This is an optimization exercise on Yosys and OpenROAD, whose aim is small area, not a production implementation. Where RTL was checked, it was by simulation tests only, not by an equivalence proof against the original. For run 3, only the layout was checked, not whether the RTL still works. The clock port is modelled as an ideal driver; clocking choices that lean on that would not hold on a real chip. Power figures rest on the tool's default switching activity, not on a simulated workload.

--- design/flow/standard.sh ---
#!/bin/bash
# synth_recipe.tcl (not shown) runs the flow's synth.tcl, then flattens the netlist and writes it again
# the make line also repeats each setting of config.mk as NAME=value (left out here)
make -C /OpenROAD-flow-scripts/flow DESIGN_CONFIG=/design/flow/config.mk WORK_HOME=/design/flow/orfs CLKGATE_MAP_FILE= SYNTH_SCRIPT=/design/flow/synth_recipe.tcl "${@:-finish}"
--- design/flow/flow/area.abc ---
strash
ifraig
dc2
&get -n
&deepsyn -T 60
&put
strash
&get -n
&dch -f
&nf -R 1000 -p
&put
--- design/flow/constraint.sdc ---
create_clock -name core_clock -period 10.0 [get_ports {clock}]
set_input_delay 2.0000 -clock core_clock [delete_from_list [all_inputs] [get_ports {clock}]]
set_output_delay 2.0000 -clock core_clock [all_outputs]
set_load 0.01 [all_outputs]
--- design/flow/flow/abc_proc.tcl ---
# Map the logic for area: run ABC with flow/area.abc in place of the
# script the standard synthesis passes (registers are mapped before ABC
# runs, so they stay as the standard synthesis makes them).
proc abc {args} {
  set i [lsearch $args -script]
  if {$i >= 0} { lset args [expr {$i + 1}] $::env(OWN_ABC_SCRIPT) }
  yosys abc {*}$args
}
--- design/flow/design.v ---
module edge_detector
(
  input clock, reset, din,
  output reg rising
);
  reg        waiting;
  localparam [16:0] ODD = 17'h0AAAA;
  reg [16:0] st;
  reg        above;
  wire [16:0] lfsr = st ^ ODD;
  wire zero_low = (lfsr[15:0] == 16'd0);
  wire last     = lfsr[16] & zero_low;                   
  wire at_130   = lfsr[16] & lfsr[13] & lfsr[3];         
  wire feedback = lfsr[16] ^ lfsr[13] ^ zero_low;
  wire done = ~din & above;
  always @(posedge clock)
  begin
    if (reset == 1'b1) begin
      rising  <= 1'b0;
      waiting <= 1'b0;
    end
    else begin
      rising  <= ~rising & ~waiting & din;
      waiting <= rising | (waiting & ~done);
    end
  end
  always @(posedge clock)
  begin
    if (rising) begin
      st    <= ODD;
      above <= 1'b0;
    end
    else begin
      st    <= {lfsr[15:0], feedback} ^ ODD;
      above <= ~last & (above | at_130);
    end
  end
endmodule
module relogio
(
        input clock,
        input reset,
        input soma,
        input subtracao,
        input cont,
        input start,
        output [7:0] an,
        output [7:0] dec_cat
);
  wire soma_ed, subtracao_ed, cont_ed;
  edge_detector menosf (.clock(clock), .reset(reset), .din(subtracao), .rising(subtracao_ed));
  edge_detector maisf  (.clock(clock), .reset(reset), .din(soma),      .rising(soma_ed));
  edge_detector contf  (.clock(clock), .reset(reset), .din(cont),      .rising(cont_ed));
  localparam [4:0] PODD = 5'b01010;
  reg [4:0] pst;
  wire [4:0] ph = pst ^ PODD;
  reg [2:0] dig;
  reg [6:0] q;       
  wire step   = ~ph[4] & ph[3];                    
  wire q_end  = (q == 7'd80);                      
  wire tick   = ph[4] & ~ph[3] & (dig == 3'd4) & (q == 7'd60);   
  always @(posedge clock)
  begin
    if (reset) begin
      pst <= PODD;
      dig <= 3'd0;
      q   <= 7'd0;
    end
    else begin
      pst <= {ph[3:0], ~ph[4]} ^ PODD;
      if (step) begin
        dig <= dig + 3'd1;
        if (dig == 3'd7)
          q <= q_end ? 7'd0 : {q[5:0], ~(q[6] ^ q[5])};
      end
    end
  end
  reg [1:0] EA;
  reg r1, ca;
  always @(posedge clock)
  begin
    if (reset) begin
      EA <= 2'd0;
      r1 <= 1'b0;
      ca <= 1'b0;
    end
    else begin
      r1 <= cont_ed;
      ca <= cont_ed | r1 | (EA != 2'd0);
      if (r1)
        EA <= EA + 2'd1;
    end
  end
  localparam [11:0] BODD = 12'hAAA;
  reg [11:0] bst;
  reg blink;
  wire [11:0] bcnt = bst ^ BODD;
  wire bend = (bcnt == 12'd518);
  wire bfb  = ~(bcnt[11] ^ bcnt[5] ^ bcnt[3] ^ bcnt[0]);
  always @(posedge clock)
  begin
    if (reset | bend | cont_ed)
      bst <= BODD;
    else
      bst <= {bcnt[10:0], bfb} ^ BODD;
  end
  always @(posedge clock)
  begin
    if (reset)
      blink <= 1'b0;
    else if (bend | cont_ed)
      blink <= ~blink;
  end
  reg [4:0] ah, bh;
  reg [5:0] am, as, bm, bs;
  wire s_59 = (as == 6'd59);
  wire m_59 = (am == 6'd59);
  wire h_23 = (ah == 5'd23);
  wire up = soma_ed;
  wire dn = subtracao_ed & ~soma_ed;
  wire run = (EA == 2'd0);
  wire sel_h = (EA == 2'd1) | (run & s_59 & m_59);
  wire sel_m = (EA == 2'd2) | (run & s_59 & ~m_59);
  wire [5:0] f = sel_h ? {1'b0, ah} : sel_m ? am : as;
  wire f_max = sel_h ? h_23 : sel_m ? m_59 : s_59;
  wire count_up = run | up;
  wire [5:0] f_ud = count_up ? f + 6'd1 : f - 6'd1;
  wire [5:0] is = sel_h | sel_m ? 6'd0 : f_ud;
  wire [5:0] im = sel_h ? 6'd0 : sel_m ? f_ud : am;
  wire [4:0] ih = sel_h ? (h_23 ? 5'd0 : f_ud[4:0]) : ah;
  always @(posedge clock)
  begin
    if (reset) begin
      {bh, bm, bs} <= 17'd0;
    end
    else if (tick) begin
      if (ca)
        {bh, bm, bs} <= {ah, am, as};
      else
        {bh, bm, bs} <= {ih, im, is};
    end
  end
  wire chg = up ? ~f_max : (dn & (f != 6'd0));
  always @(posedge clock)
  begin
    if (run | (chg & (EA == 2'd1))) ah <= run ? bh : f_ud[4:0];
    if (run | (chg & (EA == 2'd2))) am <= run ? bm : f_ud;
    if (run | (chg & (EA == 2'd3))) as <= run ? bs : f_ud;
  end
  reg [5:0] fsel;
  always @*
    case (dig[2:1])
      2'd0: fsel = as;
      2'd1: fsel = am;
      default: fsel = {1'b0, ah};
    endcase
  wire [2:0] ftens = (fsel >= 6'd50) ? 3'd5 : (fsel >= 6'd40) ? 3'd4 : (fsel >= 6'd30) ? 3'd3 :
                     (fsel >= 6'd20) ? 3'd2 : (fsel >= 6'd10) ? 3'd1 : 3'd0;
  wire [5:0] funits6 = fsel - ftens * 4'd10;
  wire [3:0] funits = funits6[3:0];
  reg [3:0] sel;
  reg lit;
  wire luz_h = blink | (EA != 2'd1);
  wire luz_m = blink | (EA != 2'd2);
  wire luz_s = blink | (EA != 2'd3);
  reg [3:0] dval;
  reg dlit;
  always @*
  begin
    case (dig)
      3'd0, 3'd2, 3'd4: dval = funits;
      3'd1, 3'd3, 3'd5: dval = {1'b0, ftens};
      3'd6: dval = 4'd0;
      default: dval = {2'b0, EA};
    endcase
    case (dig)
      3'd0, 3'd1: dlit = luz_s;
      3'd2, 3'd3: dlit = luz_m;
      3'd4, 3'd5: dlit = luz_h;
      3'd6: dlit = 1'b0;
      default: dlit = 1'b1;
    endcase
  end
  always @(posedge clock or posedge reset)
  begin
    if (reset) begin
      sel <= 4'd0;
      lit <= 1'b0;
    end
    else if (step) begin
      sel <= dval;
      lit <= dlit;
    end
  end
  wire [2:0] shown = dig - 3'd1;
  genvar gi;
  generate
    for (gi = 0; gi < 8; gi = gi + 1) begin : g_an
      assign an[gi] = ~(lit & (shown == gi));
    end
  endgenerate
  wire d3 = sel[3], d2 = sel[2], d1 = sel[1], d0 = sel[0];
  wire [6:0] seg;
  assign seg[6] = ~(d3 | d1 | (d2 & d0) | (~d2 & ~d0));
  assign seg[5] = ~(~d2 | ~(d1 ^ d0));
  assign seg[4] = ~(d2 | ~d1 | d0);
  assign seg[3] = ~(d3 | (~d2 & ~d0) | (d1 & ~d0) | (~d2 & d1) | (d2 & ~d1 & d0));
  assign seg[2] = ~((~d2 & ~d0) | (d1 & ~d0));
  assign seg[1] = ~(d3 | (~d1 & ~d0) | (d2 & ~d1) | (d2 & ~d0));
  assign seg[0] = ~(d3 | (d1 & ~d2) | (d2 & ~d1) | (d1 & ~d0));
  assign dec_cat = {seg, 1'b1};
endmodule
--- design/flow/flow/run.sh ---
#!/bin/bash
# Own layout flow: the standard flow (standard.sh) with
#  - the standard synthesis script plus an area-oriented ABC script and
#    no full/half-adder extraction (flow/abc_proc.tcl, flow/area.abc);
#  - ports buffered with the smallest buffer.
# Each tool's full output stays in orfs/logs/ (one log per step); make's own
# output goes to flow_make.log.
set -euo pipefail
W=$(pwd)
export OWN_ABC_SCRIPT=$W/flow/area.abc
{ head -n 1 "$W/synth_recipe.tcl"; cat "$W/flow/abc_proc.tcl"; tail -n +2 "$W/synth_recipe.tcl"; } > "$W/own_synth.tcl"
bash "$W/standard.sh" SYNTH_SCRIPT="$W/own_synth.tcl" ADDER_MAP_FILE= \
  BUFFER_PORTS_ARGS="-buffer_cell sky130_fd_sc_hd__buf_1" \
  CTS_ARGS="-repair_clock_nets -dont_use_dummy_load -buf_list sky130_fd_sc_hd__clkbuf_8" finish > "$W/flow_make.log" 2>&1
--- design/flow/config.mk ---
export PLATFORM = sky130hd
export DESIGN_NAME = relogio
export DESIGN_NICKNAME = relogio
export VERILOG_FILES = /design/flow/design.v
export SDC_FILE = /design/flow/constraint.sdc
export NUM_CORES = 4
export LEC_CHECK = 0
export CAP_MARGIN = 20
export CORE_MARGIN = 2
export CORE_UTILIZATION = 70
export SLEW_MARGIN = 20
==> flow_summary.ini, run 1 <==
[yosys]
synth_edf_count = 17
synth_nets = 523
async_flop_share = 0.0382
synthFlopType = dfxtp_1
yosys_warnings = 2
avgSynthCellArea_um2 = 9.53
ys_seq_area_frac = 0.572
synthDistinctLibCells = 46
syn_inst = 517
synth-seq-cells = 131
netlist_area_um2 = 4930

[timing]
finalCriticalPeriod_ns = 4.80
hold_viol_final = 0
rsz0062_at_grt = no
tightestPinTransition_ns = 1.17
fin_skew_ns = 0.0237
maxSlewViolCount = 0
fmax_mhz = 208
setup_viol_count_final = 0
fin_tns_setup_ns = 0
period_share = 0.480
relSlewSlack = 0.211

[final_layout]
drive_above_1_share = 0.0325
design_area_um2 = 5350
layout_common_cells = dfxtp_1 (109), nor2_1 (79), nand2_1 (78), o21ai_0 (22), buf_1 (19)
final_common_cell = dfxtp_1
fill_cells = 462
final_net_count = 561
antennaDiodeCount = 0
syn2layout_area_growth_pct = 8.63

[power_and_ir_drop]
power_leakage_nw = 2.07
total_power_mw = 1.10
power_frac_comb = 0.144
p_int_uw = 796
powerDensity_nw_per_um2 = 205
p_sw_uw = 302
pwr-share-seq = 0.573
p_clk_frac = 0.283
switching_share = 0.275
ir_worst_vdd_mv = 0.156

[detailed_routing]
drtAntennaViolNets = 0
wire_per_inst_um = 16.1
routed_via_density = 6.11
drt_wl_total_mm = 10.4
first_iter_violations = 387
drc_errors = 0
dr.pass1.iters = 5
via_count = 3963

[cts]
clockBufferDepth = 2
postCtsSetupRepairBufs = 0
clk_pin_slew_ns = 0.06
cts_tree = built
clk_latency_ns = 0.43
holdBufCountCts = 0
htreeDepth = 4
cts_made_buffers = 17
cts_resized = 0
clock-sinks = 131
cts-root-buf = clkbuf_8

[setup_path]
critPathSlowestCell = clkinv_1
crit_required_ns = 10.36
worstPathMaxFanout = 16
crit_chain = buf_1 > clkinv_1 > nand4_1 > or4b_1 > nor2_1 > nand2_1 > o21ai_0 > or3_1 > nor2b_1 > a221o_1
worstPathArrival_ns = 5.16
crit_type = input port to register
r2r_cells = 12
endpoint_kind = register
crit_start = reset
cp_slowest_stage_delay_ns = 0.65
start_kind = input port
r2r_start = am[2]$_DFFE_PP_

[grt]
antenna_found_initial = 0
first_global_vias = 3636
grt_pass1_wl_mm = 17.1
grt-ovfl-total = 0
grt_use_total = 0.292
grt_start_max_net_pins = 21

[placement]
port_buffers = 19
hpwl_mm = 7.20
place_area_um2 = 5120
gp_congestion = 1.03

[run_status]
status = timing/DRC/antenna clean

[floorplan]
io_pins = 22
num_rows = 30
die_w_um = 87.9
die_y_um = 87.9
coreArea_um2 = 6790
start_util = 0.725
dieArea_um2 = 7730

[min_path]
hold_start = pst[2]$_SDFF_PP0_
hold_class = register to register
min_path_cells = 1

[job]
maxCapViolCount = 0
## cell families after synthesis
kind of cell	count (synthesis)	synth area share
muxes	1	0.00228
xor gates and xnor gates	13	0.0231
AOI/OAI and AO/OA	108	0.151
other	1	0.000761
DFF	131	0.572
and+or+nand+nor	250	0.241
buffers and inverters	13	0.0107
## cells in the mapped netlist, types with 5 or more instances
| cell type | count | share of area |
|---|---|---|
| o22ai_1 | 6 | 0.0076 |
| o21a_1 | 15 | 0.023 |
| dfxtp_1 | 109 | 0.44 |
| dfrtp_1 | 5 | 0.025 |
| a22oi_1 | 15 | 0.023 |
| o21ai_0 | 22 | 0.022 |
| nor3_1 | 9 | 0.0091 |
| nand3_1 | 14 | 0.014 |
| nor4_1 | 5 | 0.0063 |
| nor3b_1 | 6 | 0.0091 |
| edfxtp_1 | 17 | 0.10 |
| clkinv_1 | 12 | 0.0091 |
| nor4b_1 | 6 | 0.011 |
| a22o_1 | 10 | 0.018 |
| nand2_1 | 78 | 0.059 |
| nand4_1 | 7 | 0.0089 |
| xor2_1 | 9 | 0.016 |
| a21oi_1 | 18 | 0.018 |
| nor2b_1 | 17 | 0.022 |
| and3_1 | 5 | 0.0063 |
| and2_0 | 7 | 0.0089 |
| nor2_1 | 79 | 0.060 |
## power groups by stage
stage / Sequential (mW) / Combinational (mW) / Clock [mW]
after floorplan: 0.621 / 0.118 / 0
after global placement: 0.636 / 0.149 / 0
after detailed placement: 0.637 / 0.156 / 0
after CTS: 0.627 / 0.157 / 0.315
after global routing: 0.633 / 0.177 / 0.335
final: 0.629 / 0.158 / 0.311
## worst paths after layout
path / slack [ns] / to
min in group asynchronous: 1.88 / lit$_DFFE_PP0P_
setup reg to reg: 5.64 / as[3]$_DFFE_PP_
hold / removal: 0.36 / pst[3]$_SDFF_PP1_
hold reg to reg: 0.36 / pst[3]$_SDFF_PP1_
setup / recovery: 5.20 / bh[3]$_SDFFE_PP0P_
max in group asynchronous: 7.85 / sel[2]$_DFFE_PP0P_
## worst max-delay path: cells and delay by family
| family | cells | cell delay (ns) |
|---|---|---|
| buf+inv | 2 | 1.15 |
| compound gates | 2 | 0.51 |
| simple gates | 6 | 1.48 |
## layout make-up
type                            instances  area, um2  share of cell area
Multi-Input combinational cell        373       2060               0.384
Sequential cell                       131       2820               0.526
Tap cell                               96        120              0.0224
Timing Repair Buffer                   20       78.8              0.0147
Clock buffer                           17        234              0.0437
Inverter                               12       45.0             0.00841
## routing by layer
metal | vias up | share of wire | global-route usage
li1 | 1912 | - | -
met1 | 1858 | 0.44 | 0.398
met2 | 163 | 0.46 | 0.437
met3 | 30 | 0.072 | 0.0735
met4 | 0 | 0.026 | 0.141
met5 | - | 0 | 0
## state kept, by name (all words and copies together), names as in the netlist, 2 cells and up
| signal | count |
|---|---|
| EA | 2 |
| ah | 5 |
| am | 6 |
| as | 6 |
| bh | 5 |
| bm | 6 |
| bs | 6 |
| bst | 12 |
| contf.st | 17 |
| dig | 3 |
| maisf.st | 17 |
| menosf.st | 17 |
| pst | 5 |
| q | 7 |
| sel | 4 |
## per-stage QoR
step | worst slack [ns] | util | std cells | hold slack [ns]
after global routing | 4.87 | 0.788 | 649 | 0.392
after detailed placement | 4.87 | 0.754 | 632 | 0.356
final | 5.20 | 0.788 | 649 | 0.363
after floorplan | 6.01 | - | 517 | 0.343
after global placement | 4.93 | 0.754 | 632 | 0.353
after CTS | 5.25 | 0.788 | 649 | 0.367
==> run 2, diff against run 1 <==
--- a/design/flow/flow/run.sh
+++ b/design/flow/flow/run.sh
@@ -11,4 +11,4 @@
 { head -n 1 "$W/synth_recipe.tcl"; cat "$W/flow/abc_proc.tcl"; tail -n +2 "$W/synth_recipe.tcl"; } > "$W/own_synth.tcl"
 bash "$W/standard.sh" SYNTH_SCRIPT="$W/own_synth.tcl" ADDER_MAP_FILE= \
   BUFFER_PORTS_ARGS="-buffer_cell sky130_fd_sc_hd__buf_1" \
-  CTS_ARGS="-repair_clock_nets -dont_use_dummy_load -buf_list sky130_fd_sc_hd__clkbuf_8" finish > "$W/flow_make.log" 2>&1
+  CTS_ARGS="-sink_clustering_enable -repair_clock_nets -dont_use_dummy_load -buf_list sky130_fd_sc_hd__clkbuf_4 -sink_clustering_size 6 -sink_clustering_max_diameter 40" finish > "$W/flow_make.log" 2>&1
==> flow_summary.ini, run 2 <==
[floorplan]
start_util = 0.725
coreArea_um2 = 6790
dieArea_um2 = 7730
num_rows = 30
die_w_um = 87.9
io_pins = 22
die_y_um = 87.9

[timing]
hold_viol_final = 0
finalCriticalPeriod_ns = 4.66
fin_tns_setup_ns = 0
setup_viol_count_final = 0
tightestPinTransition_ns = 0.911
rsz0062_at_grt = no
fin_skew_ns = 0.0347
relSlewSlack = 0.392
fin_hold_ws_ns = 0.368
maxSlewViolCount = 0
fmax_mhz = 215
period_share = 0.466

[final_layout]
final_net_count = 561
layout_common_cells = dfxtp_1 (109), nor2_1 (79), nand2_1 (78), o21ai_0 (22), buf_1 (19)
largest_registers = contf.st x17, maisf.st x17, menosf.st x17
antennaDiodeCount = 0
syn2layout_area_growth_pct = 6.47
final_common_cell = dfxtp_1
design_area_um2 = 5250
drive_above_1_share = 0.0325

[power_and_ir_drop]
p_int_uw = 724
power_frac_comb = 0.157
pwr-share-seq = 0.619
ir_worst_vdd_mv = 0.142
powerDensity_nw_per_um2 = 193
power_leakage_nw = 2.02
p_clk_frac = 0.225
switching_share = 0.286
p_sw_uw = 290

[yosys]
synth_top_cell_area_share = 0.443
synth_compound_area_frac = 0.151
netlist_area_um2 = 4930
synth_mux_area_frac = 0.00228
yosys_warnings = 2
yosys.area_share.simple = 0.241
synthTopCellsByArea = dfxtp_1 (44%), edfxtp_1 (10%), nor2_1 (6.0%), nand2_1 (5.9%), dfrtp_1 (2.5%)
synth_nets = 523
async_flop_share = 0.0382
syn_inst = 517
synth_edf_count = 17
synth-seq-cells = 131
synth_top_family_by_area = simple AND/OR/NAND/NOR gates
synthDistinctLibCells = 46
synthFlopType = dfxtp_1
synth_fa_ha_area_frac = 0
ys_seq_area_frac = 0.572
yosysTopAreaCell = dfxtp_1
yosys-top-cells-count = dfxtp_1 (109), nor2_1 (79), nand2_1 (78)
avgSynthCellArea_um2 = 9.53
synth_xor_area_frac = 0.0231
synth_most_common_cell = dfxtp_1

[run_status]
status = timing/DRC/antenna clean

[detailed_routing]
drt_wl_total_mm = 10.3
first_iter_violations = 333
wire_per_inst_um = 15.9
drc_errors = 0
drtAntennaViolNets = 0
routed_via_density = 6.03
dr.pass1.iters = 6
via_count = 3916

[cts]
clockBufferDepth = 2
cts-root-buf = clkbuf_4
postCtsSetupRepairBufs = 0
cts_resized = 0
holdBufCountCts = 0
htreeDepth = 4
clk_pin_slew_ns = 0.08
clock-sinks = 131
cts_tree = built
clk_latency_ns = 0.50
cts_made_buffers = 17

[grt]
first_global_vias = 3610
grt_start_max_net_pins = 21
grt-ovfl-total = 0
grt_pass1_wl_mm = 16.9
grt_use_total = 0.288
antenna_found_initial = 0

[placement]
hpwl_mm = 7.20
port_buffers = 19
place_area_um2 = 5120
gp_congestion = 1.03

[setup_path]
cp_slowest_stage_delay_ns = 0.65
critPathBufInv = 2
crit_required_ns = 10.42
worstPathMaxFanout = 16
critical_path.top_delay_family = simple AND/OR/NAND/NOR gates
worstPathArrival_ns = 5.09
endpoint_kind = register
crit_chain = buf_1 > clkinv_1 > nand4_1 > or4b_1 > nor2_1 > nand2_1 > o21ai_0 > or3_1 > nor2b_1 > a221o_1
crit_type = input port to register
critPathSlowestCell = clkinv_1
start_kind = input port

[min_path]
hold_class = register to register

[job]
maxCapViolCount = 0
[run 2: cell counts after synthesis]
No cell type changed its count.
[run 2: power by group through the flow]
stage / clock (mW) / combinational [mW] / sequential [mW]
after floorplan: 0 / 0.118 / 0.621
after global placement: 0 / 0.149 / 0.636
after detailed placement: 0 / 0.156 / 0.637
after CTS: 0.234 / 0.158 / 0.626
after global routing: 0.253 / 0.177 / 0.632
final: 0.228 / 0.159 / 0.627
[run 2: final cells by class]
class                      instances  area, um2
sequential                       131       2820
multi-input combinational        373       2060
fill                             472       1550
clock buffer                      17        128
tap                               96        120
timing repair buffer              20       78.8
inverter                          12       45.0
[run 2: path summary, 6_finish.rpt]
| kind | to | startpoint | cells after the start | slack [ns] |
|---|---|---|---|---|
| hold reg to reg | pst[3]$_SDFF_PP1_ | pst[2]$_SDFF_PP0_ | 1 | 0.37 |
| setup / recovery | bh[3]$_SDFFE_PP0P_ | reset | 10 | 5.34 |
| min in group asynchronous | lit$_DFFE_PP0P_ | reset | 2 | 1.81 |
| setup reg to reg | as[3]$_DFFE_PP_ | am[2]$_DFFE_PP_ | 12 | 5.91 |
| hold / removal | pst[3]$_SDFF_PP1_ | pst[2]$_SDFF_PP0_ | 1 | 0.37 |
| max in group asynchronous | sel[2]$_DFFE_PP0P_ | reset | 2 | 7.92 |
[run 2: routing by layer]
| metal | wire (um) | global-route usage | up-vias |
|---|---|---|---|
| met5 | 0 | 0 | - |
| met4 | 216 | 0.122 | 0 |
| met3 | 791 | 0.0905 | 22 |
| met2 | 4690 | 0.431 | 149 |
| met1 | 4620 | 0.390 | 1832 |
| li1 | - | - | 1913 |
[run 2: logic make-up after synthesis]
group                  after synthesis
flip-flops                         131
multiplexers                         1
other                                1
buffers and inverters               13
AO/OA/AOI/OAI                      108
AND/OR/NAND/NOR                    250
XOR/XNOR                            13
[run 2: per-stage QoR]
step	power, mW	util	cells	setup slack, ns
6_report	1.01	0.772	649	5.34
5_1_grt	1.06	0.772	649	5.02
4_1_cts	1.02	0.772	649	5.38
3_5_place_dp	0.793	0.754	632	4.87
3_3_place_gp	0.785	0.754	632	4.93
2_1_floorplan	0.740	-	517	6.01
[run 2: worst reg2reg max path, cell delays in order, from the launching register on]
cell and delay (ns):
edfxtp_1 0.47, and4b_1 0.28, a31oi_1 0.10, a21oi_1 0.40
clkinv_1 0.20, a21oi_1 0.18, o21ai_0 0.14, and2_0 0.18
nor2b_1 0.14, mux2_1 0.39, and3_1 0.20, o32ai_1 0.32
a21boi_1 0.70
==> run 3, diff against run 2 <==
--- a/design/flow/design.v
+++ b/design/flow/design.v
@@ -57,7 +57,7 @@
   reg [2:0] dig;
   reg [6:0] q;       
   wire step   = ~ph[4] & ph[3];                    
-  wire q_end  = (q == 7'd80);                      
+  wire q_end  = q[6] & ~q[5] & ~q[3] & ~q[2] & ~q[1] & ~q[0];
   wire tick   = ph[4] & ~ph[3] & (dig == 3'd4) & (q == 7'd60);   
   always @(posedge clock)
   begin
@@ -95,7 +95,8 @@
   reg [11:0] bst;
   reg blink;
   wire [11:0] bcnt = bst ^ BODD;
-  wire bend = (bcnt == 12'd518);
+  wire bend = ~bcnt[10] & bcnt[9] & ~bcnt[7] & ~bcnt[6] & ~bcnt[5] & ~bcnt[4] &
+              ~bcnt[3] & bcnt[2] & bcnt[1] & ~bcnt[0];
   wire bfb  = ~(bcnt[11] ^ bcnt[5] ^ bcnt[3] ^ bcnt[0]);
   always @(posedge clock)
   begin
@@ -113,9 +114,9 @@
   end
   reg [4:0] ah, bh;
   reg [5:0] am, as, bm, bs;
-  wire s_59 = (as == 6'd59);
-  wire m_59 = (am == 6'd59);
-  wire h_23 = (ah == 5'd23);
+  wire s_59 = as[5] & as[4] & as[3] & as[1] & as[0];
+  wire m_59 = am[5] & am[4] & am[3] & am[1] & am[0];
+  wire h_23 = ah[4] & ah[2] & ah[1] & ah[0];
   wire up = soma_ed;
   wire dn = subtracao_ed & ~soma_ed;
   wire run = (EA == 2'd0);
==> flow_summary.ini, run 3 <==
[detailed_routing]
dr.pass1.iters = 6
wire_per_inst_um = 15.7
met2_length_mm = 4.58
first_iter_violations = 293
dr_wl_met3_um = 808
drt_wl_total_mm = 10.1
m1WireLength_mm = 4.49
highest_layer = met4
drtAntennaViolNets = 0
drc_errors = 0
via_count = 3903
routed_via_density = 6.08

[final_layout]
final_common_cell = dfxtp_1
fill_cells = 502
final_net_count = 554
utilization = 0.776
antennaDiodeCount = 0
drive_above_1_share = 0.0385
layout_common_cells = dfxtp_1 (109), nand2_1 (63), nor2_1 (61), nand2b_1 (28), o21ai_0 (27)
largest_registers = contf.st x17, maisf.st x17, menosf.st x17
syn2layout_area_growth_pct = 6.80

[grt]
first_global_vias = 3539
grt_start_max_net_pins = 24
grt_use_total = 0.276
grt_pass1_wl_mm = 16.2
grt-ovfl-total = 0
antenna_found_initial = 0

[cts]
clockBufferDepth = 2
clk_pin_slew_ns = 0.08
holdBufCountCts = 0
htreeDepth = 4
cts_resized = 0
cts_tree = built
postCtsSetupRepairBufs = 0
clk_latency_ns = 0.53
clock-sinks = 131
cts_made_buffers = 17
cts-root-buf = clkbuf_4

[power_and_ir_drop]
p_clk_frac = 0.225
switching_share = 0.286
pwr-share-seq = 0.619
p_int_uw = 730
power_frac_comb = 0.155
powerDensity_nw_per_um2 = 194
total_power_mw = 1.02
power_leakage_nw = 1.99
ir_worst_vdd_mv = 0.130
p_sw_uw = 292

[job]
maxCapViolCount = 0

[timing]
finalCriticalPeriod_ns = 5.22
relSlewSlack = 0.204
maxSlewViolCount = 0
hold_viol_final = 0
period_share = 0.522
fin_tns_setup_ns = 0
fmax_mhz = 192
setup_viol_count_final = 0
tightestPinTransition_ns = 1.18
fin_skew_ns = 0.0287
rsz0062_at_grt = no

[setup_path]
worstSetupEndpoint = as[0]$_DFFE_PP_
critical_path.top_delay_family = compound AO/OA/AOI/OAI gates
worstPathArrival_ns = 5.33
r2r_start = EA[0]$_SDFFE_PP0P_
rr_endpoint = as[0]$_DFFE_PP_
crit_chain = or2_0 > buf_4 > o21ai_1 > nor3_1 > nor2_1 > a21oi_1 > or3_1 > nor2_1 > a31oi_1 > a211oi_1 > nand2_1 > nand3b_1 > o21ai_0 > a21boi_0
endpoint_kind = register
crit_start = EA[0]$_SDFFE_PP0P_
crit_required_ns = 10.11
critPathSlowestCell = a21boi_0
worstPathMaxFanout = 22
crit_top_cell = nor2_1
crit_type = register to register
path_depth = 14
start_kind = register
reg2reg_slack_ns = 4.78
r2r_cells = 14
cp_slowest_stage_delay_ns = 0.96
critPathBufInv = 1

[yosys]
syn_inst = 509
synth_compound_area_frac = 0.166
yosys.area_share.simple = 0.229
synth_xor_area_frac = 0.0266
synth_fa_ha_area_frac = 0
synthFlopType = dfxtp_1
synth_mux_area_frac = 0
netlist_area_um2 = 4930
synth_most_common_cell = dfxtp_1
async_flop_share = 0.0382
synth_nets = 515
synth_top_cell_area_share = 0.442
synthDistinctLibCells = 43
synth_edf_count = 17
ys_seq_area_frac = 0.571
yosys-top-cells-count = dfxtp_1 (109), nand2_1 (63), nor2_1 (62)
synth_top_family_by_area = simple AND/OR/NAND/NOR gates
yosys_warnings = 2
yosysTopAreaCell = dfxtp_1
avgSynthCellArea_um2 = 9.69
synthTopCellsByArea = dfxtp_1 (44%), edfxtp_1 (10%), nand2_1 (4.8%), nor2_1 (4.7%), a22oi_1 (4.0%)
synth-seq-cells = 131

[floorplan]
num_rows = 30
io_pins = 22
dieArea_um2 = 7740
start_util = 0.726
die_y_um = 88.0
die_w_um = 88.0
coreArea_um2 = 6790

[placement]
port_buffers = 19
gp_congestion = 0.912
hpwl_mm = 6.91

[min_path]
hold_class = register to register
hold_start = bst[8]$_SDFF_PP0_

[run_status]
status = timing/DRC/antenna clean
run 3: worst min-delay path by stage:
stage | endpoint | slack, ns | depth (start not counted)
floorplan | bst[9]$_SDFF_PP1_ | 0.34 | 1
global placement | bst[9]$_SDFF_PP1_ | 0.35 | 1
detailed placement | pst[3]$_SDFF_PP1_ | 0.36 | 1
CTS | bst[9]$_SDFF_PP1_ | 0.36 | 1
global route | menosf.st[11]$_SDFF_PP1_ | 0.38 | 1
finish | bst[9]$_SDFF_PP1_ | 0.36 | 1
run 3: final cells by class:
class | instances | area (um2) | area share
sequential | 131 | 2820 | 0.535
multi-input combinational | 371 | 2090 | 0.398
clock buffer | 17 | 128 | 0.0242
tap | 96 | 120 | 0.0228
timing repair buffer | 21 | 86.3 | 0.0164
inverter | 6 | 22.5 | 0.00427
run 3: power by group through the flow:
| stage | Combinational, mW | Sequential [mW] | Clock (mW) |
|---|---|---|---|
| 2_1_floorplan | 0.122 | 0.627 | 0 |
| 3_3_place_gp | 0.150 | 0.641 | 0 |
| 4_1_cts | 0.158 | 0.631 | 0.235 |
| 6_report | 0.159 | 0.633 | 0.230 |
| 3_5_place_dp | 0.157 | 0.643 | 0 |
| 5_1_grt | 0.178 | 0.639 | 0.256 |
run 3: metrics by stage:
| stage | worst slack [ns] | area (um2) | hold slack, ns | std cells |
|---|---|---|---|---|
| global route | 4.51 | 5270 | 0.385 | 642 |
| finish | 4.78 | 5270 | 0.363 | 642 |
| CTS | 4.65 | 5260 | 0.364 | 642 |
| detailed placement | 4.75 | 5130 | 0.358 | 625 |
| global placement | 4.98 | 5130 | 0.346 | 625 |
| floorplan | 5.49 | 4930 | 0.343 | 509 |
run 3: worst register-to-register path: stages, from the launching register on:
cell and delay [ns]:
dfxtp_1 0.58, or2_0 0.16, buf_4 0.26, o21ai_1 0.34, nor3_1 0.76, nor2_1 0.27, a21oi_1 0.46, or3_1 0.20
nor2_1 0.04, a31oi_1 0.30, a211oi_1 0.17, nand2_1 0.11, nand3b_1 0.09, o21ai_0 0.15, a21boi_0 0.96
run 3: cell families (layout without fill, tap and decap cells):
group / after synthesis / count (layout)
other cells: 1 / 1
simple gates: 231 / 231
flops: 131 / 131
compound gates: 124 / 124
xor+xnor: 15 / 15
buf+inv: 7 / 44
run 3: per-layer routing:
layer / vias to the layer above / GRT usage
met5: - / 0
met1: 1807 / 0.366
met4: 0 / 0.112
met2: 171 / 0.419
met3: 29 / 0.0914
li1: 1896 / -
==> run 4, diff against run 3 <==
--- a/design/flow/design.v
+++ b/design/flow/design.v
@@ -57,7 +57,7 @@
   reg [2:0] dig;
   reg [6:0] q;       
   wire step   = ~ph[4] & ph[3];                    
-  wire q_end  = q[6] & ~q[5] & ~q[3] & ~q[2] & ~q[1] & ~q[0];
+  wire q_end  = (q == 7'd80);                      
   wire tick   = ph[4] & ~ph[3] & (dig == 3'd4) & (q == 7'd60);   
   always @(posedge clock)
   begin
@@ -95,8 +95,7 @@
   reg [11:0] bst;
   reg blink;
   wire [11:0] bcnt = bst ^ BODD;
-  wire bend = ~bcnt[10] & bcnt[9] & ~bcnt[7] & ~bcnt[6] & ~bcnt[5] & ~bcnt[4] &
-              ~bcnt[3] & bcnt[2] & bcnt[1] & ~bcnt[0];
+  wire bend = (bcnt == 12'd518);
   wire bfb  = ~(bcnt[11] ^ bcnt[5] ^ bcnt[3] ^ bcnt[0]);
   always @(posedge clock)
   begin
@@ -114,9 +113,9 @@
   end
   reg [4:0] ah, bh;
   reg [5:0] am, as, bm, bs;
-  wire s_59 = as[5] & as[4] & as[3] & as[1] & as[0];
-  wire m_59 = am[5] & am[4] & am[3] & am[1] & am[0];
-  wire h_23 = ah[4] & ah[2] & ah[1] & ah[0];
+  wire s_59 = (as == 6'd59);
+  wire m_59 = (am == 6'd59);
+  wire h_23 = (ah == 5'd23);
   wire up = soma_ed;
   wire dn = subtracao_ed & ~soma_ed;
   wire run = (EA == 2'd0);
@@ -142,11 +141,17 @@
     end
   end
   wire chg = up ? ~f_max : (dn & (f != 6'd0));
-  always @(posedge clock)
-  begin
-    if (run | (chg & (EA == 2'd1))) ah <= run ? bh : f_ud[4:0];
-    if (run | (chg & (EA == 2'd2))) am <= run ? bm : f_ud;
-    if (run | (chg & (EA == 2'd3))) as <= run ? bs : f_ud;
+  wire ld_h = ~run & chg & (EA == 2'd1);
+  wire ld_m = ~run & chg & (EA == 2'd2);
+  wire ld_s = ~run & chg & (EA == 2'd3);
+  wire kp_h = ~run & ~ld_h;
+  wire kp_m = ~run & ~ld_m;
+  wire kp_s = ~run & ~ld_s;
+  always @(posedge clock)
+  begin
+    ah <= ({5{run}} & bh) | ({5{ld_h}} & f_ud[4:0]) | ({5{kp_h}} & ah);
+    am <= ({6{run}} & bm) | ({6{ld_m}} & f_ud)      | ({6{kp_m}} & am);
+    as <= ({6{run}} & bs) | ({6{ld_s}} & f_ud)      | ({6{kp_s}} & as);
   end
   reg [5:0] fsel;
   always @*
==> design/flow/flow/area.abc (replaced) <==
strash
ifraig
dc2
&get -n
&deepsyn -T 60 -S 7
&put
strash
dch -f
amap
==> flow_summary.ini, run 4 <==
[run_status]
status = timing/DRC/antenna clean

[setup_path]
cp_slowest_stage_delay_ns = 0.54
r2r_cells = 14
critPathBufInv = 3
crit_required_ns = 10.36
critical_path.top_delay_family = buffers and inverters
path_depth = 10
endpoint_kind = register
crit_chain = buf_1 > clkinv_1 > o21ai_0 > o22ai_1 > nand4b_1 > or2_0 > nor2_1 > or2_0 > a222oi_1 > clkinv_1
start_kind = input port
worstPathArrival_ns = 5.12
crit_type = input port to register
worstPathMaxFanout = 14
critPathSlowestCell = clkinv_1

[yosys]
yosys-top-cells-count = dfxtp_1 (126), nor2_1 (94), clkinv_1 (87)
synthDistinctLibCells = 43
yosysTopAreaCell = dfxtp_1
synth_edf_count = 0
synthTopCellsByArea = dfxtp_1 (52%), a222oi_1 (7.9%), nor2_1 (7.3%), clkinv_1 (6.8%), nand2_1 (4.3%)
synth-seq-cells = 131
avgSynthCellArea_um2 = 8.82
ys_seq_area_frac = 0.548
async_flop_share = 0.0382
netlist_area_um2 = 4830
yosys_warnings = 2
syn_inst = 548
synth_top_cell_area_share = 0.522
synth_nets = 554
synth_most_common_cell = dfxtp_1
synthFlopType = dfxtp_1

[timing]
relSlewSlack = 0.397
setup_viol_count_final = 0
fmax_mhz = 210
fin_tns_setup_ns = 0
rsz0062_at_grt = no
finalCriticalPeriod_ns = 4.76
tightestPinTransition_ns = 0.895
period_share = 0.476
maxSlewViolCount = 0
hold_viol_final = 0
fin_skew_ns = 0.0478

[detailed_routing]
via_count = 4188
drtAntennaViolNets = 0
wire_per_inst_um = 15.6
first_iter_violations = 516
dr.pass1.iters = 6
routed_via_density = 6.31
drc_errors = 0
drt_wl_total_mm = 10.4

[final_layout]
layout_common_cells = dfxtp_1 (126), nor2_1 (94), clkinv_1 (87), nand2_1 (56), a222oi_1 (38)
final_net_count = 592
syn2layout_area_growth_pct = 6.19
largest_registers = contf.st x17, maisf.st x17, menosf.st x17
antennaDiodeCount = 0
final_common_cell = dfxtp_1
design_area_um2 = 5130
drive_above_1_share = 0.0308

[floorplan]
die_y_um = 87.1
num_rows = 30
die_w_um = 87.1
dieArea_um2 = 7590
io_pins = 22
coreArea_um2 = 6760
start_util = 0.716

[cts]
cts-root-buf = clkbuf_4
htreeDepth = 4
clk_latency_ns = 0.51
clockBufferDepth = 2
holdBufCountCts = 0
cts_made_buffers = 17
postCtsSetupRepairBufs = 0
cts_resized = 0
cts_tree = built
clk_pin_slew_ns = 0.10
clock-sinks = 131

[grt]
first_global_vias = 3829
antenna_found_initial = 0
grt-ovfl-total = 0
grt_use_total = 0.286
grt_start_max_net_pins = 23
grt_pass1_wl_mm = 17.1

[min_path]
hold_class = register to register
min_path_cells = 1

[placement]
hpwl_mm = 7.40
place_area_um2 = 5010
gp_congestion = 0.947
port_buffers = 19

[job]
maxCapViolCount = 0

[power_and_ir_drop]
ir_worst_vdd_mv = 0.166
power_leakage_nw = 1.92
powerDensity_nw_per_um2 = 173
[run 4: path summary, 6_finish.rpt]
check / startpoint / to / slack [ns]
worst max-delay path: reset / bm[4]$_SDFFE_PP0P_ / 5.24
worst min-delay path: maisf.st[0]$_SDFF_PP0_ / maisf.st[1]$_SDFF_PP1_ / 0.36
worst max register to register: as[0]$_DFF_P_ / as[5]$_DFF_P_ / 5.76
worst min register to register: maisf.st[0]$_SDFF_PP0_ / maisf.st[1]$_SDFF_PP1_ / 0.36
max in group asynchronous: reset / sel[0]$_DFFE_PP0P_ / 8.03
min in group asynchronous: reset / lit$_DFFE_PP0P_ / 1.74
[run 4: worst reg2reg max path, cell delays in order, from the launching register on]
cell,delay (ns)
dfxtp_1,0.49
nand4_1,0.13
or3_1,0.35
o21ai_0,0.45
nor2_1,0.15
clkinv_1,0.12
o22ai_1,0.08
a21oi_1,0.27
or3_1,0.18
a2111oi_0,0.06
o32a_1,0.34
nor3_1,0.69
nor2_1,0.30
a222oi_1,0.41
clkinv_1,0.09
[run 4: logic make-up (layout without fill, tap and decap cells)]
kind of cell | after synthesis | in the layout | share of synthesized area
simple gates | 210 | 210 | 0.195
compound gates | 118 | 118 | 0.187
other cells | 1 | 1 | 0.000776
buf+inv | 88 | 124 | 0.0691
flops | 131 | 131 | 0.548
[run 4: final cells by class]
class                           instances  area, um2
Clock buffer                           17        128
Multi-Input combinational cell        329       1850
Sequential cell                       131       2650
Fill cell                             492       1620
Tap cell                               80        100
Timing Repair Buffer                   20       78.8
Inverter                               87        327
[run 4: through the flow]
stage	std cells	util	setup WS (ns)	hold slack, ns	power, mW
6_report	664	0.760	5.24	0.357	0.889
2_1_floorplan	548	-	6.03	0.343	0.647
4_1_cts	664	0.760	5.26	0.361	0.893
5_1_grt	664	0.760	4.85	0.369	0.930
3_5_place_dp	647	0.741	4.76	0.362	0.673
3_3_place_gp	647	0.741	4.78	0.348	0.667
[run 4: power by group]
| group | leakage, nW | internal (mW) | switching [mW] |
|---|---|---|---|
| sequential | 1.09 | 0.558 | 0.0250 |
| clock | 0.0782 | 0.0777 | 0.148 |
| combinational | 0.746 | 0.0337 | 0.0457 |
[run 4: routing by layer]
| metal | track usage | up-vias | share of wire | wire length [um] |
|---|---|---|---|---|
| met3 | 0.0806 | 31 | 0.072 | 743 |
| met1 | 0.362 | 1941 | 0.43 | 4450 |
| met5 | 0 | - | 0 | 0 |
| met4 | 0.122 | 0 | 0.024 | 244 |
| met2 | 0.461 | 178 | 0.47 | 4910 |
| li1 | - | 2038 | - | - |
==> run 5, diff against run 4 <==
--- a/design/flow/design.v
+++ b/design/flow/design.v
@@ -141,17 +141,11 @@
     end
   end
   wire chg = up ? ~f_max : (dn & (f != 6'd0));
-  wire ld_h = ~run & chg & (EA == 2'd1);
-  wire ld_m = ~run & chg & (EA == 2'd2);
-  wire ld_s = ~run & chg & (EA == 2'd3);
-  wire kp_h = ~run & ~ld_h;
-  wire kp_m = ~run & ~ld_m;
-  wire kp_s = ~run & ~ld_s;
-  always @(posedge clock)
-  begin
-    ah <= ({5{run}} & bh) | ({5{ld_h}} & f_ud[4:0]) | ({5{kp_h}} & ah);
-    am <= ({6{run}} & bm) | ({6{ld_m}} & f_ud)      | ({6{kp_m}} & am);
-    as <= ({6{run}} & bs) | ({6{ld_s}} & f_ud)      | ({6{kp_s}} & as);
+  always @(posedge clock)
+  begin
+    if (run | (chg & (EA == 2'd1))) ah <= run ? bh : f_ud[4:0];
+    if (run | (chg & (EA == 2'd2))) am <= run ? bm : f_ud;
+    if (run | (chg & (EA == 2'd3))) as <= run ? bs : f_ud;
   end
   reg [5:0] fsel;
   always @*
==> design/flow/flow/run.sh (replaced) <==
#!/bin/bash
# Own layout flow: the standard flow (standard.sh) with
#  - the standard synthesis script plus an area-oriented ABC script and
#    no full/half-adder extraction (flow/abc_proc.tcl, flow/area.abc);
#  - ports buffered with the smallest buffer;
#  - CTS with clkbuf_4 and no dummy loads, then clock buffers whose
#    flip-flop clock pins see a slew above 100 ps upsized (flow/post_cts.tcl).
# Each tool's full output stays in orfs/logs/ (one log per step); make's own
# output goes to flow_make.log.
set -euo pipefail
W=$(pwd)
export OWN_ABC_SCRIPT=$W/flow/area.abc
{ head -n 1 "$W/synth_recipe.tcl"; cat "$W/flow/abc_proc.tcl"; tail -n +2 "$W/synth_recipe.tcl"; } > "$W/own_synth.tcl"
bash "$W/standard.sh" SYNTH_SCRIPT="$W/own_synth.tcl" ADDER_MAP_FILE= \
  BUFFER_PORTS_ARGS="-buffer_cell sky130_fd_sc_hd__buf_1" \
  POST_CTS_TCL="$W/flow/post_cts.tcl" \
  CTS_ARGS="-sink_clustering_enable -repair_clock_nets -dont_use_dummy_load -buf_list sky130_fd_sc_hd__clkbuf_4 -sink_clustering_size 6 -sink_clustering_max_diameter 40" finish > "$W/flow_make.log" 2>&1
==> design/flow/flow/area.abc (replaced) <==
strash
ifraig
dc2
&get -n
&deepsyn -T 60
&put
strash
&get -n
&dch -f
&nf -R 1000 -p
&put
==> design/flow/flow/post_cts.tcl (new file) <==
proc own_clk_pin_slew {inst} {
  set out [get_pins -of_objects $inst -filter "direction == output"]
  set net [get_nets -of_objects $out]
  set worst 0
  foreach p [get_pins -of_objects $net -filter "direction == input"] {
    if {[get_property $p name] == "CLK"} {
      set s [get_property $p slew_max]
      if {$s > $worst} { set worst $s }
    }
  }
  return $worst
}
set own_next [dict create sky130_fd_sc_hd__clkbuf_4 sky130_fd_sc_hd__clkbuf_8 \
                          sky130_fd_sc_hd__clkbuf_8 sky130_fd_sc_hd__clkbuf_16]
set own_db [ord::get_db]
set own_block [ord::get_db_block]
for {set own_pass 0} {$own_pass < 3} {incr own_pass} {
  estimate_parasitics -placement
  set own_swap {}
  foreach inst [get_cells -filter "ref_name =~ sky130_fd_sc_hd__clkbuf_*"] {
    set ref [get_property $inst ref_name]
    if {[dict exists $own_next $ref] && [own_clk_pin_slew $inst] > 0.100} {
      lappend own_swap [list [get_full_name $inst] $ref]
    }
  }
  if {[llength $own_swap] == 0} { break }
  foreach s $own_swap {
    lassign $s name ref
    set odb_inst [$own_block findInst $name]
    $odb_inst swapMaster [$own_db findMaster [dict get $own_next $ref]]
    puts "own post-CTS: $name $ref -> [dict get $own_next $ref]"
  }
}
detailed_placement
check_placement -verbose
estimate_parasitics -placement
==> flow_summary.ini, run 5 <==
[final_layout]
syn2layout_area_growth_pct = 7.02
fill_cells = 501
final_common_cell = dfxtp_1
layout_common_cells = dfxtp_1 (109), nor2_1 (71), nand2_1 (61), a21oi_1 (30), o21ai_0 (21)
drive_above_1_share = 0.0360
antennaDiodeCount = 0
final_net_count = 563
largest_registers = contf.st x17, maisf.st x17, menosf.st x17

[timing]
relSlewSlack = 0.451
finalCriticalPeriod_ns = 3.94
maxSlewViolCount = 0
setup_viol_count_final = 0
fmax_mhz = 254
fin_hold_ws_ns = 0.361
hold_viol_final = 0
period_share = 0.394
fin_skew_ns = 0.0350
tightestPinTransition_ns = 0.823
fin_tns_setup_ns = 0
rsz0062_at_grt = no

[yosys]
avgSynthCellArea_um2 = 9.57
async_flop_share = 0.0382
yosys-top-cells-count = dfxtp_1 (109), nor2_1 (72), nand2_1 (61)
yosysTopAreaCell = dfxtp_1
netlist_area_um2 = 4950
syn_inst = 518
synthDistinctLibCells = 45
synth_nets = 524
synth-seq-cells = 131
synth_edf_count = 17
ys_seq_area_frac = 0.569
synth_top_cell_area_share = 0.440
yosys_warnings = 2
synth_most_common_cell = dfxtp_1
synthFlopType = dfxtp_1
synthTopCellsByArea = dfxtp_1 (44%), edfxtp_1 (10%), nor2_1 (5.5%), nand2_1 (4.6%), a21oi_1 (3.0%)

[setup_path]
rr_endpoint = as[5]$_DFFE_PP_
worstPathMaxFanout = 7
r2r_start = as[2]$_DFFE_PP_
reg2reg_slack_ns = 6.35
start_kind = register
r2r_cells = 14
worstPathArrival_ns = 1.94
crit_type = register to primary output
crit_required_ns = 8.00
endpoint_kind = primary output

[power_and_ir_drop]
switching_share = 0.281
total_power_mw = 1.03
power_leakage_nw = 2.10
p_int_uw = 741
p_sw_uw = 290
ir_worst_vdd_mv = 0.123
p_clk_frac = 0.236
power_frac_comb = 0.157
pwr-share-seq = 0.607
powerDensity_nw_per_um2 = 194

[detailed_routing]
drt_wl_total_mm = 9.93
first_iter_violations = 325
drtAntennaViolNets = 0
routed_via_density = 6.09
via_count = 3967
drc_errors = 0
dr.pass1.iters = 5
wire_per_inst_um = 15.3

[run_status]
status = timing/DRC/antenna clean

[grt]
antenna_found_initial = 0
first_global_vias = 3613
grt_start_max_net_pins = 26
grt_pass1_wl_mm = 16.6
grt-ovfl-total = 0
grt_use_total = 0.277

[floorplan]
dieArea_um2 = 7770
num_rows = 30
die_w_um = 88.1
die_y_um = 88.1
start_util = 0.725
io_pins = 22
coreArea_um2 = 6830

[cts]
clk_pin_slew_ns = 0.09
cts_tree = built
clk_latency_ns = 0.52
clock-sinks = 131

[min_path]
min_to = pst[1]$_SDFF_PP1_
min_path_cells = 1
hold_class = register to register
hold_start = pst[0]$_SDFF_PP0_

[placement]
port_buffers = 19
hpwl_mm = 7.04
gp_congestion = 0.911

[job]
maxCapViolCount = 0
run 5: cell count changes in the layout (fill, tap and decap cells not counted), sizes merged, moves of 6 or more:
cell,delta
a22oi,+8
a22o,+12
o21a,+6
a21o,+9
xnor2,+12
edfxtp,+17
clkinv,-71
dfxtp,-17
nand2b,+12
nor2,-22
a21oi,+17
a222oi,-32
nor2b,+13
o22ai,-7
run 5: power groups by stage:
| stage | Combinational, mW | Clock, mW | Sequential [mW] |
|---|---|---|---|
| 6_report | 0.162 | 0.243 | 0.625 |
| 3_3_place_gp | 0.154 | 0 | 0.635 |
| 5_1_grt | 0.182 | 0.266 | 0.632 |
| 2_1_floorplan | 0.124 | 0 | 0.622 |
| 3_5_place_dp | 0.161 | 0 | 0.636 |
run 5: layer usage:
layer | global-route usage | wire, um
met1 | 0.364 | 4490
met2 | 0.433 | 4510
met3 | 0.0735 | 668
met4 | 0.125 | 271
met5 | 0 | 0
run 5: logic make-up (layout without fill, tap and decap cells):
group | Yosys count | in the layout | share of synthesized area
other | 1 | 1 | 0.000757
AO/OA/AOI/OAI | 120 | 120 | 0.162
flip-flops | 131 | 131 | 0.569
XOR/XNOR | 15 | 15 | 0.0265
AND/OR/NAND/NOR | 234 | 234 | 0.229
buffers and inverters | 17 | 54 | 0.0136
run 5: worst max-delay path: stages (launching register included):
cell	delay [ns]
dfrtp_1	0.45
o21ai_0	0.17
a21oi_1	0.09
nor4b_1	0.39
nor2b_1	0.17
buf_1	0.15
run 5: final cells by class:
cell class                 instances  area, um2  share of cell area
timing repair buffer              21       86.3              0.0163
clock buffer                      17        146              0.0276
inverter                          16       60.1              0.0113
tap                               96        120              0.0227
multi-input combinational        370       2070               0.391
sequential                       131       2820               0.531
run 5: worst max-delay path by stage:
| stage | start | endpoint |
|---|---|---|
| floorplan | sel[1]$_DFFE_PP0P_ | dec_cat[7] |
| global placement | reset | bm[1]$_SDFFE_PP0P_ |
| detailed placement | reset | bh[4]$_SDFFE_PP0P_ |
| global route | reset | bh[4]$_SDFFE_PP0P_ |
| finish | sel[1]$_DFFE_PP0P_ | dec_cat[7] |
run 5: metrics by stage:
stage / area [um2] / setup slack [ns] / std cells / utilization
2_1_floorplan: 4950 / 6.46 / 518 / -
3_3_place_gp: 5150 / 5.55 / 634 / 0.754
3_5_place_dp: 5160 / 5.67 / 634 / 0.755
5_1_grt: 5300 / 5.86 / 651 / 0.776
6_report: 5300 / 6.06 / 651 / 0.776
==> run 6, diff against run 5 <==
==> design/flow/flow/area.abc (replaced) <==
strash
ifraig
dc2
&get -n
&deepsyn -T 60 -S 7
&put
strash
dch -f
amap
==> flow_summary.ini, run 6 <==
[run_status]
status = timing/DRC/antenna clean

[final_layout]
final_common_cell = dfxtp_1
drive_above_1_share = 0.0317
largest_registers = contf.st x17, maisf.st x17, menosf.st x17
layout_common_cells = dfxtp_1 (109), nor2_1 (106), clkinv_1 (72), nand2_1 (62), o21ai_0 (28)
final_net_count = 608
antennaDiodeCount = 0
syn2layout_area_growth_pct = 7.14
fill_cells = 477
utilization = 0.776

[placement]
port_buffers = 19
hpwl_mm = 7.59
gp_congestion = 0.964

[yosys]
syn_inst = 563
avgSynthCellArea_um2 = 8.74
synth_top_cell_area_share = 0.443
synthTopCellsByArea = dfxtp_1 (44%), edfxtp_1 (10%), nor2_1 (8.1%), clkinv_1 (5.5%), nand2_1 (4.7%)
synthFlopType = dfxtp_1
yosys-top-cells-count = dfxtp_1 (109), nor2_1 (106), clkinv_1 (72)
netlist_area_um2 = 4920
yosys_warnings = 2
yosysTopAreaCell = dfxtp_1
async_flop_share = 0.0382
synthDistinctLibCells = 38
synth_edf_count = 17
synth_most_common_cell = dfxtp_1
synth_nets = 569
ys_seq_area_frac = 0.572
synth-seq-cells = 131

[detailed_routing]
first_iter_violations = 579
drt_wl_total_mm = 10.7
wire_per_inst_um = 15.3
drtAntennaViolNets = 0
routed_via_density = 5.99
via_count = 4168
drc_errors = 0
dr.pass1.iters = 7

[power_and_ir_drop]
switching_share = 0.288
p_sw_uw = 298
ir_worst_vdd_mv = 0.158
pwr-share-seq = 0.602
power_leakage_nw = 2.02
power_frac_comb = 0.159
p_clk_frac = 0.240
p_int_uw = 739
powerDensity_nw_per_um2 = 197

[timing]
rsz0062_at_grt = no
maxSlewViolCount = 0
fin_hold_ws_ns = 0.355
finalCriticalPeriod_ns = 4.37
relSlewSlack = 0.410
fmax_mhz = 229
tightestPinTransition_ns = 0.882
period_share = 0.437
fin_tns_setup_ns = 0
hold_viol_final = 0
fin_skew_ns = 0.0262
setup_viol_count_final = 0

[floorplan]
die_y_um = 87.9
io_pins = 22
die_w_um = 87.9
num_rows = 30
dieArea_um2 = 7720
coreArea_um2 = 6790
start_util = 0.724

[cts]
clock-sinks = 131
clk_latency_ns = 0.51
cts_tree = built
clk_pin_slew_ns = 0.09

[setup_path]
worstPathArrival_ns = 4.49
cp_slowest_stage_delay_ns = 0.74
critPathSlowestCell = a222oi_1
crit_type = register to register
crit_chain = nor2_1 > nor2_1 > a41oi_1 > a21oi_1 > nand2_1 > clkinv_1 > a222oi_1 > nor3_1 > o22ai_1 > clkinv_1 > o221ai_1 > nor2_1 > o32ai_1 > nor2_1 > nor2_1
critPathBufInv = 2
endpoint_kind = register
crit_required_ns = 10.12
start_kind = register
critical_path.top_delay_family = compound AO/OA/AOI/OAI gates
r2r_start = EA[1]$_SDFFE_PP0P_
crit_start = EA[1]$_SDFFE_PP0P_
crit_top_cell = nor2_1
worstPathMaxFanout = 8

[grt]
antenna_found_initial = 0
grt-ovfl-total = 0
grt_pass1_wl_mm = 17.3
first_global_vias = 3791
grt_use_total = 0.294
grt_start_max_net_pins = 28

[min_path]
hold_class = register to register
hold_start = pst[2]$_SDFF_PP0_

[job]
maxCapViolCount = 0
-- run 6: cell types whose count changed in the layout (fill, tap and decap cells not counted), sizes merged, moves of 12 or more --
cell / previous run / this run
clkinv: 16 / 72
nor2: 72 / 106
xnor2: 12 / 0
o22ai: 6 / 18
nor2b: 17 / 2
a22o: 12 / 0
-- run 6: cell families (layout without fill, tap and decap cells) --
group | count (synthesis) | count (layout) | synth area share
other cells | 1 | 1 | 0.000762
compound gates | 121 | 121 | 0.160
flops | 131 | 131 | 0.572
simple gates | 237 | 237 | 0.211
buf+inv | 73 | 110 | 0.0564
-- run 6: area by class of cell --
class	count	area (um2)	area share
Sequential cell	131	2820	0.534
Multi-Input combinational cell	359	1830	0.346
Inverter	72	270	0.0512
Clock buffer	17	153	0.0289
Tap cell	96	120	0.0228
Timing Repair Buffer	21	86.3	0.0164
-- run 6: per-stage QoR --
step	setup WS, ns	power (mW)	cells	cell area, um2
after detailed placement	5.74	0.796	679	5120
after global routing	5.27	1.09	696	5270
final	5.63	1.04	696	5270
after floorplan	6.57	0.744	563	4920
after global placement	5.86	0.788	679	5120
-- run 6: final timing paths --
| path | depth (start not counted) | to | slack (ns) |
|---|---|---|---|
| max in group asynchronous | 3 | sel[3]$_DFFE_PP0P_ | 8.06 |
| worst max-delay path | 15 | as[1]$_DFFE_PP_ | 5.63 |
| worst max register to register | 15 | as[1]$_DFFE_PP_ | 5.63 |
| worst min register to register | 1 | pst[3]$_SDFF_PP1_ | 0.36 |
| min in group asynchronous | 3 | lit$_DFFE_PP0P_ | 1.65 |
| worst min-delay path | 1 | pst[3]$_SDFF_PP1_ | 0.36 |
-- run 6: per-layer routing --
| layer | global-route usage | vias to the layer above | routed length, um |
|---|---|---|---|
| met5 | 0 | - | 0 |
| li1 | - | 2030 | - |
| met3 | 0.0811 | 20 | 925 |
| met1 | 0.394 | 1940 | 4620 |
| met4 | 0.0993 | 0 | 194 |
| met2 | 0.463 | 178 | 4940 |
-- run 6: power groups by stage --
stage	registers, mW	logic, mW	clock network [mW]
floorplan	0.620	0.124	0
finish	0.624	0.164	0.248
global placement	0.632	0.156	0
global route	0.629	0.186	0.273
detailed placement	0.634	0.162	0
==> run 7, diff against run 6 <==
--- a/design/flow/design.v
+++ b/design/flow/design.v
@@ -141,11 +141,17 @@
     end
   end
   wire chg = up ? ~f_max : (dn & (f != 6'd0));
-  always @(posedge clock)
-  begin
-    if (run | (chg & (EA == 2'd1))) ah <= run ? bh : f_ud[4:0];
-    if (run | (chg & (EA == 2'd2))) am <= run ? bm : f_ud;
-    if (run | (chg & (EA == 2'd3))) as <= run ? bs : f_ud;
+  wire ld_h = ~run & chg & (EA == 2'd1);
+  wire ld_m = ~run & chg & (EA == 2'd2);
+  wire ld_s = ~run & chg & (EA == 2'd3);
+  wire kp_h = ~run & ~ld_h;
+  wire kp_m = ~run & ~ld_m;
+  wire kp_s = ~run & ~ld_s;
+  always @(posedge clock)
+  begin
+    ah <= ({5{run}} & bh) | ({5{ld_h}} & f_ud[4:0]) | ({5{kp_h}} & ah);
+    am <= ({6{run}} & bm) | ({6{ld_m}} & f_ud)      | ({6{kp_m}} & am);
+    as <= ({6{run}} & bs) | ({6{ld_s}} & f_ud)      | ({6{kp_s}} & as);
   end
   reg [5:0] fsel;
   always @*
==> flow_summary.ini, run 7 <==
[setup_path]
crit_chain = buf_1 > clkinv_1 > o21ai_0 > o22ai_1 > nand4b_1 > or2_0 > nor2_1 > or2_0 > a222oi_1 > clkinv_1
crit_start = reset
endpoint_kind = register
crit_required_ns = 10.39
worstPathArrival_ns = 5.14
critPathBufInv = 3
start_kind = input port
worstPathMaxFanout = 14
r2r_start = as[0]$_DFF_P_
crit_type = input port to register
critical_path.top_delay_family = buffers and inverters
critPathSlowestCell = clkinv_1
cp_slowest_stage_delay_ns = 0.55

[power_and_ir_drop]
total_power_uw = 913
powerDensity_nw_per_um2 = 177
ir_worst_vdd_mv = 0.157
power_leakage_nw = 1.93

[yosys]
synth_nets = 554
synth_edf_count = 0
async_flop_share = 0.0382
avgSynthCellArea_um2 = 8.82
netlist_area_um2 = 4830
yosys-top-cells-count = dfxtp_1 (126), nor2_1 (94), clkinv_1 (87)
synthDistinctLibCells = 43
synthFlopType = dfxtp_1
synth_top_cell_area_share = 0.522
synth-seq-cells = 131
ys_seq_area_frac = 0.548
yosysTopAreaCell = dfxtp_1
synthTopCellsByArea = dfxtp_1 (52%), a222oi_1 (7.9%), nor2_1 (7.3%), clkinv_1 (6.8%), nand2_1 (4.3%)
syn_inst = 548
yosys_warnings = 2
synth_most_common_cell = dfxtp_1

[cts]
clk_pin_slew_ns = 0.08
cts_tree = built
clock-sinks = 131
clk_latency_ns = 0.53

[final_layout]
drive_above_1_share = 0.0308
final_net_count = 592
syn2layout_area_growth_pct = 6.83
largest_registers = contf.st x17, maisf.st x17, menosf.st x17
layout_common_cells = dfxtp_1 (126), nor2_1 (94), clkinv_1 (87), nand2_1 (56), a222oi_1 (38)
antennaDiodeCount = 0
final_common_cell = dfxtp_1

[job]
maxCapViolCount = 0

[floorplan]
die_w_um = 87.1
start_util = 0.716
coreArea_um2 = 6760
die_y_um = 87.1
io_pins = 22
num_rows = 30
dieArea_um2 = 7590

[min_path]
hold_class = register to register
hold_start = pst[0]$_SDFF_PP0_

[timing]
fin_skew_ns = 0.0349
fin_hold_ws_ns = 0.363
relSlewSlack = 0.357
period_share = 0.475
maxSlewViolCount = 0
finalCriticalPeriod_ns = 4.75
tightestPinTransition_ns = 0.954
rsz0062_at_grt = no
setup_viol_count_final = 0
fin_tns_setup_ns = 0
fmax_mhz = 210
hold_viol_final = 0

[detailed_routing]
wire_per_inst_um = 15.6
first_iter_violations = 509
via_count = 4227
dr.pass1.iters = 7
drc_errors = 0
drtAntennaViolNets = 0
drt_wl_total_mm = 10.4
routed_via_density = 6.37

[grt]
first_global_vias = 3830
antenna_found_initial = 0
grt_start_max_net_pins = 23
grt_use_total = 0.287
grt_pass1_wl_mm = 17.1
grt-ovfl-total = 0

[placement]
gp_congestion = 0.947
port_buffers = 19
hpwl_mm = 7.40

[run_status]
status = timing/DRC/antenna clean
run 7: changes by cell type after synthesis, moves of 5 or more:
| cell | before | now |
|---|---|---|
| dfxtp_1 | 109 | 126 |
| nor2_1 | 106 | 94 |
| a222oi_1 | 10 | 38 |
| o22ai_1 | 18 | 13 |
| a21oi_1 | 27 | 13 |
| nand4_1 | 3 | 8 |
| edfxtp_1 | 17 | 0 |
| nand2_1 | 62 | 56 |
| nor3_1 | 23 | 16 |
| a22oi_1 | 12 | 2 |
| nand3_1 | 16 | 9 |
| o21ai_0 | 28 | 21 |
| clkinv_1 | 72 | 87 |
run 7: per-layer routing:
metal / global-route usage / part of all wire / vias to the layer above
met2: 0.462 / 0.48 / 198
met4: 0.113 / 0.026 / 0
li1: - / - / 2035
met3: 0.0891 / 0.073 / 31
met1: 0.362 / 0.43 / 1963
met5: 0 / 0 / -
run 7: logic make-up after synthesis:
kind of cell | share of synthesized area
compound gates | 0.187
buf+inv | 0.0691
flops | 0.548
other cells | 0.000776
simple gates | 0.195
run 7: metrics by stage:
step                      setup WS, ns  instances  utilization  area, um2
after global placement            4.78        647        0.741       5010
after floorplan                   6.03        548            -       4830
after global routing              4.88        664        0.764       5160
after detailed placement          4.76        647        0.741       5010
final                             5.25        664        0.764       5160
run 7: final cells by class:
cell class / instances / area, um2
inverter: 87 / 327
fill: 485 / 1590
clock buffer: 17 / 159
timing repair buffer: 20 / 78.8
tap: 80 / 100
multi-input combinational: 329 / 1850
sequential: 131 / 2650
run 7: worst paths after layout:
check | end | slack (ns) | depth (start not counted)
worst min-delay path | pst[1]$_SDFF_PP1_ | 0.36 | 1
max in group asynchronous | sel[3]$_DFFE_PP0P_ | 8.05 | 2
worst min register to register | pst[1]$_SDFF_PP1_ | 0.36 | 1
min in group asynchronous | lit$_DFFE_PP0P_ | 1.72 | 2
worst max-delay path | bm[4]$_SDFFE_PP0P_ | 5.25 | 10
worst max register to register | as[4]$_DFF_P_ | 5.75 | 14
run 7: power breakdown:
| part | switching [mW] | total, mW | internal (mW) |
|---|---|---|---|
| Sequential | 0.0251 | 0.583 | 0.558 |
| Combinational | 0.0453 | 0.0790 | 0.0337 |
| Clock | 0.152 | 0.251 | 0.0983 |

separate check: timing with driven ports:
The flow's constraints put no driver on any port. The routed layouts listed below were extracted and timed again, unchanged, in two steps. Step 1: set_driving_cell puts a clkbuf_16 on clock and a buf_2 on each other input, an assumption about the parent block. Step 2 also shifts input and output timing later by t, the mid clock arrival at the registers, as if the neighbouring blocks saw the same clock. Three values: no drivers, after step 1, after step 2; two values: the first two.
run	t (ns)	setup slack, ns	worst hold slack (ns)	latest minus earliest clock arrival (ns)
run 1	0.446	5.196 / 5.198 / 4.752	0.363 / 0.363 / 0.363	0.028 / 0.028
run 2	0.517	5.338 / 5.339 / 4.822	0.368 / 0.368 / 0.368	0.037 / 0.038
run 3	0.535	4.780 / 4.780 / 4.780	0.363 / 0.363 / 0.363	0.042 / 0.042
run 4	0.514	5.236 / 5.238 / 4.724	0.357 / 0.357 / 0.357	0.050 / 0.050
run 5	0.536	6.057 / 6.026 / 5.630	0.361 / 0.361 / 0.361	0.036 / 0.035
run 6	0.524	5.628 / 5.628 / 5.628	0.355 / 0.355 / 0.355	0.027 / 0.026
run 7	0.540	5.249 / 5.251 / 4.711	0.363 / 0.363 / 0.363	0.035 / 0.035
After both steps every run listed still meets setup and hold. For run 7, which loses most, drivers alone change the setup slack by +0.002 ns; drivers and shift together by -0.538 ns.
